From an optimization exercise on the open Yosys and OpenROAD flow, aimed at small area; shortcuts taken in it are not production practice.
The RTL was checked by simulation tests, not by an equivalence proof against the original design.

==> flow/design.v <==
`timescale 1ns / 1ps
module debounce(input [4:0] pb, input clk, input reset, output [4:0] pb_out);
    wire slow_clk_en;
    wire [4:0] Q1, Q2, Q2_bar, Q0;
    clock_enable u1(clk, reset, slow_clk_en);
    my_dff_en d0(clk, reset, slow_clk_en, pb[0], Q0[0]);
    my_dff_en d1(clk, reset, slow_clk_en, pb[1], Q0[1]);
    my_dff_en d2(clk, reset, slow_clk_en, pb[2], Q0[2]);
    my_dff_en d3(clk, reset, slow_clk_en, pb[3], Q0[3]);
    my_dff_en d12(clk, reset, slow_clk_en, pb[4], Q0[4]);
    my_dff_en d4(clk, reset, slow_clk_en, Q0[0], Q1[0]);
    my_dff_en d5(clk, reset, slow_clk_en, Q0[1], Q1[1]);
    my_dff_en d6(clk, reset, slow_clk_en, Q0[2], Q1[2]);
    my_dff_en d7(clk, reset, slow_clk_en, Q0[3], Q1[3]);
    my_dff_en d13(clk, reset, slow_clk_en, Q0[4], Q1[4]);
    my_dff_en d8(clk, reset, slow_clk_en, Q1[0], Q2[0]);
    my_dff_en d9(clk, reset, slow_clk_en, Q1[1], Q2[1]);
    my_dff_en d10(clk, reset, slow_clk_en,Q1[2], Q2[2]);
    my_dff_en d11(clk, reset, slow_clk_en,Q1[3], Q2[3]);
    my_dff_en d14(clk, reset, slow_clk_en,Q1[4], Q2[4]);
    assign Q2_bar = ~Q2;
    assign pb_out = Q1 & Q2_bar;
endmodule
module clock_enable(input Clk_100M, input reset, output slow_clk_en);
    localparam DB_PERIOD = 4;
    reg [26:0]counter;
    always @(posedge Clk_100M)
    begin
       if (reset)
          counter <= 0;
       else
          counter <= (counter>=DB_PERIOD-1)?0:counter+1;
    end
    assign slow_clk_en = (counter == DB_PERIOD-1)?1'b1:1'b0;
endmodule
module my_dff_en(input DFF_CLOCK, input reset, input clock_enable, input D, output reg Q);
    always @ (posedge DFF_CLOCK) begin
        if (reset)
           Q <= 1'b0;
        else if(clock_enable==1) 
           Q <= D;
    end
endmodule
`timescale 1ns / 1ps
module simon(
    input clk,
    input reset,
    input [4:0] buttons,
    output reg[3:0] led,
    output reg[5:0] state_led,
    output reg [6:0] out, 
    output reg [3:0] anod
    );
    integer i;
    integer j;
    reg [31:0] row_control;
    reg [31:0] counter;
    reg slow_clk;
    reg [3:0] matrix[31:0];
    reg [3:0] gamer_matrix[31:0];
    reg [31:0]user_index;
    wire [4:0]r_buttons;
    reg [31:0] random_counter;
    reg [1:0] rnd;
    reg [13:0] whichRow;
    reg isGameFinished;
    reg [31:0] inputControl;
    reg isPressed;
    reg buttons_any_q;
    reg r_buttons_any_q;
    reg [9:0] refresh_counter;
    reg [3:0] led_bcd;
    reg [13:0] checked_row;
    reg [3:0] a_bcd;
    reg [3:0] b_bcd;
    reg [3:0] c_bcd;
    reg [3:0] d_bcd;
    localparam b_down = 5'b01000, b_up = 5'b00001, b_left = 5'b00010, b_right = 5'b00100, b_start = 5'b10000;
    localparam ld6_down = 4'b0001, ld9_up = 4'b1000, ld8_left = 4'b0100, ld7_right = 4'b0010, reset_led = 4'b0000;
    localparam RANDOM_ON_STATE = 4'b0001;
    localparam RANDOM_OFF_STATE = 4'b0010;
    localparam INPUT_STATE = 4'b0011;
    localparam CHECK_STATE = 4'b0100;
    localparam LED_STATE = 4'b0110;
    localparam GAME_OVER_STATE = 4'b0101;
    localparam MATRIX_OFF_STATE = 4'b0111;
    localparam LED_OFF_STATE = 4'b1000;
    localparam SLOW_HALF = 16;
    localparam MAX_ROWS = 32;
    reg [3:0] STATE;
    reg [3:0] STATE_NEXT;
    debounce db(buttons,clk,reset,r_buttons);
    wire buttons_rise   = (|buttons) & ~buttons_any_q;
    wire r_buttons_rise = (|r_buttons) & ~r_buttons_any_q;
    wire slow_tick      = (counter == SLOW_HALF) && !slow_clk;
    wire [3:0] cur_state = (STATE == 0) ? STATE_NEXT : STATE;
    reg [3:0] new_row;
    always @(*) begin
        case(rnd)
            0: new_row = ld9_up;
            1: new_row = ld8_left;
            2: new_row = ld7_right;
            default: new_row = ld6_down;
        endcase
    end
    always @(*) begin
        isGameFinished = 0;
        for(i=0; i<32; i=i+1) begin
            if(matrix[i] != gamer_matrix[i])
                isGameFinished = 1;
        end
        checked_row = isGameFinished ? 14'd0 : whichRow;
    end
    wire [3:0] shown_row = matrix[row_control[4:0]];
    wire [31:0] next_row_control = row_control + 1;
    wire repeat_row = (row_control < 30) && (matrix[next_row_control[4:0]] == shown_row);
    wire [31:0] next_input_control = inputControl + 1;
    always @(posedge clk) begin
        if (reset) begin
            buttons_any_q <= 0;
            rnd <= 0;
        end
        else begin
            buttons_any_q <= |buttons;
            if (buttons_rise)
                rnd <= random_counter%4;
        end
    end
    always @(posedge clk) begin
        if (reset)
            isPressed <= 0;
        else if(buttons == b_start)
            isPressed <= 1;
        else
            isPressed <= 0;
    end
    always @(posedge clk) begin
        if (reset) begin
            r_buttons_any_q <= 0;
            STATE_NEXT <= 0;
            user_index <= 0;
            for(j=0; j<32; j=j+1)
                gamer_matrix[j] <= 0;
        end
        else begin
            r_buttons_any_q <= |r_buttons;
            if (r_buttons_rise) begin
                if(buttons == b_start && STATE == 0) begin
                    STATE_NEXT <= RANDOM_ON_STATE;
                end
                if(STATE == GAME_OVER_STATE && buttons == b_start) begin
                    user_index <= 0;
                    STATE_NEXT <= RANDOM_ON_STATE;
                    for(j=0; j<32; j=j+1) begin
                         gamer_matrix[j] <= 0;
                    end        
                end
                if(STATE == INPUT_STATE) begin
                    case(buttons)
                        b_down :  gamer_matrix[user_index[4:0]] <= ld6_down;
                        b_up :    gamer_matrix[user_index[4:0]] <= ld9_up;
                        b_left :  gamer_matrix[user_index[4:0]] <= ld8_left;
                        b_right : gamer_matrix[user_index[4:0]] <= ld7_right;
                        default : ;
                    endcase
                    if(user_index + 1 >= whichRow)
                        user_index <= 0;
                    else
                        user_index <= user_index + 1;
                end
            end
        end
    end
    always @(posedge clk) begin
        if (reset) begin
            STATE <= 0;
            state_led <= 0;
            led <= reset_led;
            whichRow <= 0;
            row_control <= 0;
            inputControl <= 0;
            a_bcd <= 0;
            b_bcd <= 0;
            c_bcd <= 0;
            d_bcd <= 0;
            for(i=0; i<32; i=i+1)
                matrix[i] <= 0;
        end
        else if (slow_tick) begin
            STATE <= cur_state;
            case(cur_state)
                RANDOM_ON_STATE :
                begin
                    state_led <= 6'b000001;
                    matrix[whichRow[4:0]] <= new_row;
                    led <= new_row;
                    whichRow <= whichRow + 1;
                    STATE <= RANDOM_OFF_STATE;
                end
                RANDOM_OFF_STATE :
                begin
                    state_led <= 6'b000010;
                    led <= reset_led;
                    STATE <= INPUT_STATE;
                end
                INPUT_STATE :
                begin                    
                    state_led <= 6'b000100;
                    if(next_input_control >= 2*whichRow) begin
                        STATE <= CHECK_STATE;
                        inputControl <= 0;
                    end
                    else
                        inputControl <= next_input_control;
                end
                CHECK_STATE :
                begin
                    state_led <= 6'b001000; 
                    if(isGameFinished == 1 || whichRow >= MAX_ROWS)
                        STATE <= GAME_OVER_STATE;
                    else
                        STATE <= LED_STATE; 
                    whichRow <= checked_row;
                    a_bcd <= checked_row % 10;
                    b_bcd <= (checked_row/10)%10;
                    c_bcd <= (checked_row/100) % 10;
                    d_bcd <= (checked_row/1000)%10;
                end
                GAME_OVER_STATE :
                begin
                    state_led <= 6'b010000;
                    whichRow <= 0;
                    for(i=0; i<32; i=i+1)
                        matrix[i] <= 0;  
                    if(isPressed)
                        STATE <= 0;     
                end
                LED_STATE :
                begin                   
                    led <= shown_row;
                    if(repeat_row) begin
                        STATE <= MATRIX_OFF_STATE;
                    end
                    else if(next_row_control >= whichRow) begin
                        row_control <= 0;
                        STATE <= LED_OFF_STATE;
                    end
                    else
                        row_control <= next_row_control;
                end
                MATRIX_OFF_STATE :
                begin                        
                    led <= reset_led;                        
                    row_control <= next_row_control;                        
                    STATE <= LED_STATE;                        
                end
                LED_OFF_STATE :
                begin                       
                    led <= reset_led;                        
                    STATE <= RANDOM_ON_STATE;                        
                end 
                default : ;
           endcase
        end
    end    
    always @(posedge clk) begin
        if (reset) begin
            random_counter <= 0;
            counter <= 0;
            slow_clk <= 0;
        end
        else begin
            random_counter <= random_counter + 1; 
            if(counter == SLOW_HALF) begin
                counter <= 1;
                slow_clk <= ~slow_clk;
            end
            else
                counter <= counter + 1;
        end
    end
    always @(*) begin
        case(refresh_counter[9:8])
        2'b00: begin
            anod = 4'b1110; 
            led_bcd = a_bcd;
        end
        2'b01: begin
            anod = 4'b1101; 
            led_bcd = b_bcd;
        end
        2'b10: begin
            anod = 4'b1011; 
            led_bcd = c_bcd;
        end
        default: begin
            anod = 4'b0111; 
            led_bcd = d_bcd;
        end
        endcase
    end
    always @(*) begin
        case(led_bcd)
            4'b0000: out = 7'b0000001;  
            4'b0001: out = 7'b1001111;  
            4'b0010: out = 7'b0010010;  
            4'b0011: out = 7'b0000110;  
            4'b0100: out = 7'b1001100;  
            4'b0101: out = 7'b0100100;  
            4'b0110: out = 7'b0100000;  
            4'b0111: out = 7'b0001111;  
            4'b1000: out = 7'b0000000;  
            4'b1001: out = 7'b0000100;  
            default: out = 7'b0000001;  
        endcase
    end
    always @(posedge clk) begin 
        if (reset)
            refresh_counter <= 0;
        else
            refresh_counter <= refresh_counter + 1;
    end 
endmodule
==> flow/run.sh <==
#!/bin/bash
# synth_recipe.tcl (not shown) runs the flow's synth.tcl, then flattens the netlist and writes it again
# the make line also repeats each setting of config.mk as NAME=value (left out here)
make -C /OpenROAD-flow-scripts/flow DESIGN_CONFIG=/design/flow/config.mk WORK_HOME=/design/flow/orfs CLKGATE_MAP_FILE= SYNTH_SCRIPT=/design/flow/synth_recipe.tcl finish
==> flow/config.mk <==
export PLATFORM = sky130hd
export DESIGN_NAME = simon
export DESIGN_NICKNAME = simon
export VERILOG_FILES = /design/flow/design.v
export SDC_FILE = /design/flow/constraint.sdc
export NUM_CORES = 4
export LEC_CHECK = 0
export CAP_MARGIN = 20
export CORE_MARGIN = 2
export CORE_UTILIZATION = 40
export PLACE_DENSITY = 0.6
export SLEW_MARGIN = 20
==> flow/constraint.sdc <==
create_clock -name core_clock -period 12.0 [get_ports {clk}]
set_input_delay 2.4000 -clock core_clock [delete_from_list [all_inputs] [get_ports {clk}]]
set_output_delay 2.4000 -clock core_clock [all_outputs]
set_load 0.01 [all_outputs]
==> out/qor.yml <==
rows: 102
crit_path_max_incr_delay_ns: 0.80
gp_congestion: 1.051
grt.met1_usage_pct: 33.36
cpMostUsedCell: "a211oi_2"
grt_max_degree: 62
synth.most_common_cell: "nor2_1"
use_met3_pct: 4.923
antenna_left: 0
rsz0062_at_grt: "false"
finalPower_mw: 3.754
internal_power_mw: 2.890
ir_worst_vdd_mv: 0.1196
synthCells: 3407
grt_util_all_layers_pct: 23.95
ys_ff_latch: 493
grt_overflow: 0
grt_pass1_wl_um: 147900
power.clock.fraction_pct: 47.4
wl_per_cell_um: 21.94
netlist.area_leader.share_pct: 24.75
synthTopCellsByCount: "nor2_1, nand2_1, edfxtp_1"
port_buffers: 26
area_growth_pct: 9.749
synth_edf_count: 256
holdBufCountCts: 0
synth_top_flop_cell: "edfxtp_1"
endpoint_kind: "register"
clock_tree.buffer_depth: 3
met2_usage_pct: 36.80
antenna_found_initial: 1
nets: 3427
setup_viol: 0
cts-htree-levels: 2
final.setup.tns_ns: 0
avgSynthCellArea_um2: 9.116
synth_area_leaders: "edfxtp_1, dfxtp_1, mux4_2"
insertion_delay_ns: 0.64
swShare_pct: 23.01
drc: 0
dieArea_um2: 79890
dp_hpwl_um: 68340
ctsResizeCount: 0
grt_pass1_vias: 24400
max_freq_mhz: 88.26
required_ns: 12.56
cap_violations: 0
worstSetupPathType: "register to register"
drive_above_1_share_pct: 9.263
placed_cell_area_um2: 32200
ios: 28
tightest_slew_ns: 1.210
fin_skew_ns: 0.02747
switching_power_uw: 863.6
die_w_um: 282.7
p_seq_share_pct: 49.3
synthArstFlopShare_pct: 0
drt-pass1-iter-count: 6
fin_crit_sh_pct: 94.42
slew_headroom_pct: 19.27
yosys.area.top_type: "edfxtp_1"
whs_ns: 0.4492
wl_um: 97180
cts.clk_slew.worst_paths_ns: 0.08
via_per_inst: 5.960
slew_viol_final: 0
status: "timing/DRC/antenna clean"
seq_area_frac_synth_pct: 40.03
cts-root-buf: "clkbuf_16"
p_per_area_nw_per_um2: 110.1
cts_tree: "built"
grt_busiest_layer: "met2"
timing.critical_path.slowest_stage_cell: "nor4_2"
stdcell_area_um2: 34090
num_vias: 26400
leakage_nw: 11.70
cts_made_buffers: 55
core_um2: 77210
diodes: 0
die_y_um: 282.7
start_util_pct: 40.23
yosysUniqueCellTypes: 128
cp_max_fo: 41
p_comb_share_pct: 3.4
yosys_warnings: 3
hp-class: "register to register"
syn_area_um2: 31060
cts_num_sinks: 493
drt-initial-drc-count: 3234
worst_setup_path_start_kind: "register"
finalHoldViolations: 0
period_needed_ns: 11.33
cts_setup_buffers: 0
arrival_ns: 11.89
n_fill_cell: 7515
[flip-flops by register name (all words and copies together), names as in the netlist, 2 cells and up, named ones only]
name,flops
matrix,128
user_index,32
whichRow,14
counter,32
state_led,5
led,4
a_bcd,4
row_control,32
random_counter,2
inputControl,32
db.u1.counter,27
gamer_matrix,128
c_bcd,4
refresh_counter,10
b_bcd,4
STATE,4
rnd,2
d_bcd,4
[layout by cell type (no fill, tap or decap), types with 42 or more instances in the layout]
cell type	synthesis	routed
nor2_1	493	492
nand2_1	267	266
edfxtp_1	256	256
dfxtp_1	237	235
o21ai_0	201	201
xor2_1	176	176
a21oi_1	161	161
nor3_1	141	141
nand3_1	117	117
xnor2_1	97	97
mux4_2	85	85
ha_1	73	72
inv_1	70	70
nor4_1	65	64
clkbuf_16	0	59
nand4_1	57	57
and2_1	58	57
mux2i_1	48	48
buf_4	5	47
and3_1	42	42
[critical path: cells and delay by family, from the launching register on]
family | cells | cell delay (ns)
AND/OR/NAND/NOR | 12 | 5.52
AO/OA/AOI/OAI | 15 | 3.75
XOR/XNOR | 2 | 0.66
flip-flops | 1 | 0.42
adder cells (fa/ha/maj) | 1 | 0.35
buffers and inverters | 1 | 0.31
multiplexers | 1 | 0.20
[through the flow]
stage,instances,setup WS [ns],utilization (%)
finish,4430,0.6699,44.15
global route,4430,0.005944,44.15
CTS,4430,0.7970,44.15
detailed placement,4330,0.8643,41.71
global placement,4330,1.065,41.71
floorplan,3432,2.649,-
[power groups by stage]
stage	clock [mW]	combinational [mW]	sequential [mW]
floorplan	0	0.0746	1.87
global placement	0	0.122	1.88
detailed placement	0	0.121	1.88
CTS	1.80	0.122	1.85
global route	1.86	0.132	1.85
finish	1.78	0.127	1.85
[cell families (layout without fill, tap and decap cells)]
| family | Yosys count | count (layout) | share of synthesized area [%] |
|---|---|---|---|
| and+or+nand+nor | 1435 | 1435 | 22.44 |
| AOI/OAI and AO/OA | 695 | 695 | 14.81 |
| DFF | 493 | 493 | 40.03 |
| buffers and inverters | 291 | 249 | 3.803 |
| xor gates and xnor gates | 277 | 277 | 7.928 |
| muxes | 140 | 140 | 7.972 |
| adders and majority gates | 75 | 75 | 3.009 |
| other | 1 | 26 | 0.01207 |
[metal layers]
metal	vias up	wire, um
met5	-	0
met1	12590	41350
met3	209	9303
met2	1271	42960
li1	12340	-
met4	0	3574
[path summary, 6_finish.rpt]
path	from	endpoint	depth (start not counted)	slack, ns
max	matrix[4][3]	b_bcd[3]	32	0.67
min	c_bcd[3]	c_bcd[3]	2	0.45
max reg2reg	matrix[4][3]	b_bcd[3]	32	0.67
min reg2reg	c_bcd[3]	c_bcd[3]	2	0.45
[final cells by class]
| cell class | instances | area, um2 | area share, % |
|---|---|---|---|
| Clock inverter | 31 | 351.6 | 1.031 |
| Timing Repair Buffer | 72 | 603.1 | 1.769 |
| Tap cell | 1040 | 1301 | 3.817 |
| Multi-Input combinational cell | 2648 | 17570 | 51.56 |
| Inverter | 77 | 289.0 | 0.8479 |
| Clock buffer | 69 | 1534 | 4.500 |
| Sequential cell | 493 | 12430 | 36.48 |

[afterwards: timing with drivers on the ports]
In the flow no input, the clock included, has a driving cell. The finished layout below was timed again as built, in two steps. Step 1: set_driving_cell puts a clkbuf_16 on clk and a buf_2 on each other input, an assumption about the parent block. Step 2 moves the port delays by t, midway between the first and last clock arrival at a register: inputs arrive t later, outputs are due t later. That takes back most of the time a late clock gives input paths. a / b / c = ideal / step 1 / step 2; a / b = the first two.
shift t [ns]: 0.683
setup WS [ns]: 0.670 / 0.670 / 0.670
hold WS [ns]: 0.449 / 0.449 / 0.449
After both steps setup and hold are still met in this run. The setup slack of this run moves by 0.000 ns with the drivers and by 0.000 ns with both steps.
